This design comes from an exercise in tuning for small area on the open sky130 flow, not from production work. The RTL was checked by simulation tests, not by an equivalence proof against the original design.

Setup of north:
==> flow/design.v <==
module drawing_mem_ctrl (
                  input  wire        clk,
                  input  wire        reset,
                  input  wire        phase,
                  input  wire        iq_req,
                  output reg         iq_ack,
                  input  wire [17:0] iq_address,
                  input  wire  [3:0] iq_nbyte,
                  input  wire        iq_rnw,
                  input  wire [31:0] data_from_iq,
                  input  wire        vdu_req,
                  input  wire        vdu_take,
                  input  wire [16:0] vdu_address,
                  input  wire        de_req,
                  output reg         de_ack,
                  input  wire [17:0] de_address,
                  input  wire  [3:0] de_nbyte,
                  input  wire        de_rnw,
                  input  wire [31:0] de_wdata,
                  output reg  [17:0] fs_address,
                  output wire  [1:0] fs_ncs,
                  output reg         fs_noe,
                  output reg         fs_nwe,
                  output reg   [3:0] fs_nbyte_sel,
                  output reg  [31:0] fs_wdata
                  );
reg  ncs;
wire iq_grant = phase & !vdu_req & iq_req;
wire de_grant = phase & !vdu_req & !iq_req & de_req;
wire iq_sel   = phase ? iq_grant : iq_ack;
wire de_sel   = phase ? de_grant : de_ack;
wire pre_nwe  = !((iq_ack | de_ack) & fs_noe);
assign fs_ncs = {ncs, ncs};
always @ (posedge clk)
  if (reset)
    begin
    iq_ack <= 1'b0;
    de_ack <= 1'b0;
    ncs    <= 1'b0;
    fs_noe <= 1'b1;
    end
  else
    begin
    iq_ack <= iq_grant;
    de_ack <= de_grant;
    if (phase)
      begin
      ncs    <= !(vdu_req | iq_req | de_req);
      fs_noe <= !(vdu_req | (iq_req ? iq_rnw : (de_req & de_rnw)));
      end
    end
always @ (posedge clk)
  begin
  fs_address   <= ({18{vdu_take}} & {1'b0, vdu_address})
                | ({18{iq_sel}}   & iq_address)
                | ({18{de_sel}}   & de_address);
  fs_nbyte_sel <= ({4{iq_sel}} & iq_nbyte) | ({4{de_sel}} & de_nbyte);
  fs_wdata     <= ({32{iq_sel}} & data_from_iq) | ({32{de_sel}} & de_wdata);
  end
always @ (negedge clk) fs_nwe <= pre_nwe;
endmodule
module drawing_vduc (
            input  wire        clk,
            input  wire        reset,
            output wire        frame_over,
            output wire        vdu_req,      
            output wire        vdu_take,     
            output wire [16:0] vdu_address,
            output wire        phase,        
            input  wire [31:0] vdu_data,
            output wire        v_sync_out,
            output wire        h_sync_out,
            output reg   [7:0] pixel_out,
            output reg         v_blank,
            output wire        h_blank
            );
reg  [9:0] p;
reg [11:0] b;                     
reg [31:0] pixels;
wire [7:0] hw     = p[9:2];
wire       first  = p[9] & p[8] & p[7];              
wire       p_wrap = p[9] & p[8] & (&p[4:0]);         
wire       b_wrap = b[11] & b[9] & b[6];             
wire       h_act  = !p[9] | (!p[8] & !p[7]);         
wire       v_act  = (b < 12'd2400);                  
wire       p656   = (p == 10'd656);
wire       b_inc  = p656 | (!p[9] & (&p[6:0]));      
wire       show   = h_act & v_act;
assign phase       = p[0];
assign vdu_req     = (first | show) & !p[1] & p[0];
assign vdu_take    = show & (p[1] ^ p[0]);
assign vdu_address = {b, hw[4:0]};
assign h_sync_out  = (p >= 10'd656) & (p <= 10'd751);
assign h_blank     = !((p >= 10'd5) & (p <= 10'd644));
assign v_sync_out  = (b >= 12'd2450) & (b <= 12'd2459);
assign frame_over  = (p == 10'd657) & (b == 12'd2400);
always @ (posedge clk)
  if (reset)       p <= 10'd1020;
  else if (p_wrap) p <= 10'd0;
  else             p <= p + 10'd1;
always @ (posedge clk)
  if (reset)        b <= 12'd2430;
  else if (b_inc)
    if (b_wrap)     b <= 12'd0;
    else            b <= b + 12'd1;
always @ (posedge clk)
  begin
  pixels[31:24] <= vdu_data[31:24];
  if (p[1:0] == 2'd3) pixels[23:0] <= vdu_data[23:0];
  else                pixels[23:0] <= pixels[31:8];
  end
wire prev_show = (p >= 10'd4) & (p <= 10'd643) & v_act;
always @ (posedge clk)
  if (reset) pixel_out <= 8'h00;
  else       pixel_out <= prev_show ? pixels[7:0] : 8'h00;
always @ (posedge clk)
  if (reset)              v_blank <= 1'b1;
  else if (hw != 8'd164)  v_blank <= !v_act;
endmodule
module framestore (
            input  wire        clk,
            input  wire        reset,
            input  wire        iq_req,
            output wire        iq_ack,
            input  wire [17:0] iq_address,
            input  wire  [3:0] iq_nbyte,
            input  wire        iq_rnw,
            input  wire [31:0] data_from_iq,
            input  wire        de_req,
            output wire        de_ack,
            input  wire [17:0] de_address,
            input  wire  [3:0] de_nbyte,
            input  wire        de_rnw,
            input  wire [31:0] de_wdata,
            output wire [17:0] fs_address,
            output wire  [1:0] fs_ncs,
            output wire        fs_noe,
            output wire        fs_nwe,
            output wire  [3:0] fs_nbyte_sel,
            input  wire [31:0] fs_rdata,
            output wire [31:0] fs_wdata,
            output wire        frame_over,
            output wire        v_sync_out,
            output wire        h_sync_out,
            output wire  [7:0] pixel_out,
            output wire        v_blank,
            output wire        h_blank
            );
wire        phase, vdu_req, vdu_take;
wire [16:0] vdu_address;
drawing_mem_ctrl mem_ctrl (
            .clk(clk), .reset(reset), .phase(phase),
            .iq_req(iq_req), .iq_ack(iq_ack), .iq_address(iq_address),
            .iq_nbyte(iq_nbyte), .iq_rnw(iq_rnw), .data_from_iq(data_from_iq),
            .vdu_req(vdu_req), .vdu_take(vdu_take), .vdu_address(vdu_address),
            .de_req(de_req), .de_ack(de_ack), .de_address(de_address),
            .de_nbyte(de_nbyte), .de_rnw(de_rnw), .de_wdata(de_wdata),
            .fs_address(fs_address), .fs_ncs(fs_ncs), .fs_noe(fs_noe),
            .fs_nwe(fs_nwe), .fs_nbyte_sel(fs_nbyte_sel),
            .fs_wdata(fs_wdata));
drawing_vduc vduc (
            .clk(clk), .reset(reset),
            .frame_over(frame_over), .vdu_req(vdu_req), .vdu_take(vdu_take),
            .vdu_address(vdu_address), .phase(phase), .vdu_data(fs_rdata),
            .v_sync_out(v_sync_out), .h_sync_out(h_sync_out),
            .pixel_out(pixel_out), .v_blank(v_blank), .h_blank(h_blank));
endmodule
export LEC_CHECK = 0
export CAP_MARGIN = 20
export CORE_MARGIN = 2
export CORE_UTILIZATION = 40
export PLACE_DENSITY = 0.6
export SLEW_MARGIN = 20
create_clock -name core_clock -period 5.0 [get_ports {clk}]
standard.sh (not shown) runs the stock make flow with config.mk's settings and CLKGATE_MAP_FILE= SYNTH_SCRIPT=/design/flow/synth_recipe.tcl, a recipe that flattens the netlist after the stock synthesis.
==> flow/flow/run.sh <==
#!/bin/bash
# Layout flow: the standard synthesis, then the combinational logic of
# its netlist re-mapped for area by Yosys/ABC (registers and their names
# untouched), then the standard ORFS layout with the smallest buffer on the
# ports and a clock tree of clkbuf_4 without dummy loads.
# Logs: synth.log, remap.log, remap_check.log, standard.log here, and each
# ORFS step's own log under orfs/logs.
set -euo pipefail
top=${FLOW_TOP:-framestore}
lib=$FLOW_HOME/platforms/sky130hd/lib/sky130_fd_sc_hd__tt_025C_1v80.lib
yosys=$FLOW_HOME/../tools/install/yosys/bin/yosys
res=orfs/results/sky130hd/framestore/base

export BUFFER_PORTS_ARGS="-buffer_cell sky130_fd_sc_hd__buf_1"
export CTS_ARGS="-sink_clustering_enable -repair_clock_nets -dont_use_dummy_load -buf_list sky130_fd_sc_hd__clkbuf_4 -root_buf sky130_fd_sc_hd__clkbuf_4"

bash standard.sh synth > synth.log 2>&1

cp $res/1_2_yosys.v $res/1_2_yosys.standard.v
sed -e "s#@LIB@#$lib#g; s#@IN@#$res/1_2_yosys.standard.v#; s#@TOP@#$top#; s#@OUT@#$PWD/remapped.v#g; s#@ABC@#$PWD/flow/remap.abc#" \
  flow/remap.ys > remap_run.ys
$yosys -l remap.log -s remap_run.ys > /dev/null
$yosys -l remap_check.log -p "read_liberty -lib $lib; read_verilog remapped.v; hierarchy -top $top; check -assert -mapped" > /dev/null
cp remapped.v $res/1_2_yosys.v
rm -f $res/1_synth.odb $res/1_synth.sdc

bash standard.sh finish > standard.log 2>&1
==> flow/flow/remap.abc <==
strash; &get -n; &fraig -x; &put; scorr; dc2; strash; dc2; strash; &get -n; &syn2; &dch -f; &nf -R 1000; &put
==> flow/flow/remap.ys <==
# Re-map the combinational logic of the standard synthesis netlist for
# area. Registers (and tie cells) are kept as they are, by name and type.
read_liberty -ignore_miss_func @LIB@
read_verilog @IN@
hierarchy -top @TOP@
blackbox sky130_fd_sc_hd__df* sky130_fd_sc_hd__ed* sky130_fd_sc_hd__sdf* sky130_fd_sc_hd__sed* sky130_fd_sc_hd__dl* sky130_fd_sc_hd__conb*
flatten
opt_clean -purge
tee -o @OUT@.before.txt stat -liberty @LIB@
abc -script @ABC@ -liberty @LIB@ -dont_use *lpflow* -dont_use *probe*
splitnets
opt_clean -purge
hilomap -singleton -hicell sky130_fd_sc_hd__conb_1 HI -locell sky130_fd_sc_hd__conb_1 LO
insbuf -buf sky130_fd_sc_hd__buf_4 A X
rename -enumerate -pattern _rm%_
opt_clean -purge
tee -o @OUT@.after.txt stat -liberty @LIB@
write_verilog -noattr -noexpr -nohex -nodec @OUT@
north went all the way through the flow, and no timing, DRC or antenna check failed.
What south does differently from north at the input level:
Settings: changing SLEW_MARGIN from 20 to 0; changing CAP_MARGIN from 20 to 0.
==> flow/flow/remap.abc <==
strash; &get -n; &fraig -x; &put; scorr; dc2; strash; dc2; strash; &get -n; &deepsyn -T 60; &dch -f; &nf -R 1000; &put; strash; dch -f; amap
Findings:
Total of plain and repair buffers excluding clock buffers was higher in the run labelled north.
Compared with north, south shows a synthesized area that is 140 sq um lower.
south improves on north in via count.
south vs north: pin count of the biggest net entering global routing up by more than half
Compared with north, in south post-route cell area fell about 3%; final non-filler cell total shows a reduction of about 0.7%.
Going from north to south, area of the die shrinks by about 3.4%.
On south: worst slack after detailed placement is 0.014 ns higher than what north gave.
Delta(global-route wire length before repair, south - north) < 0
Placed standard-cell area for south is lower than for north.
Setup WNS north -> south: better
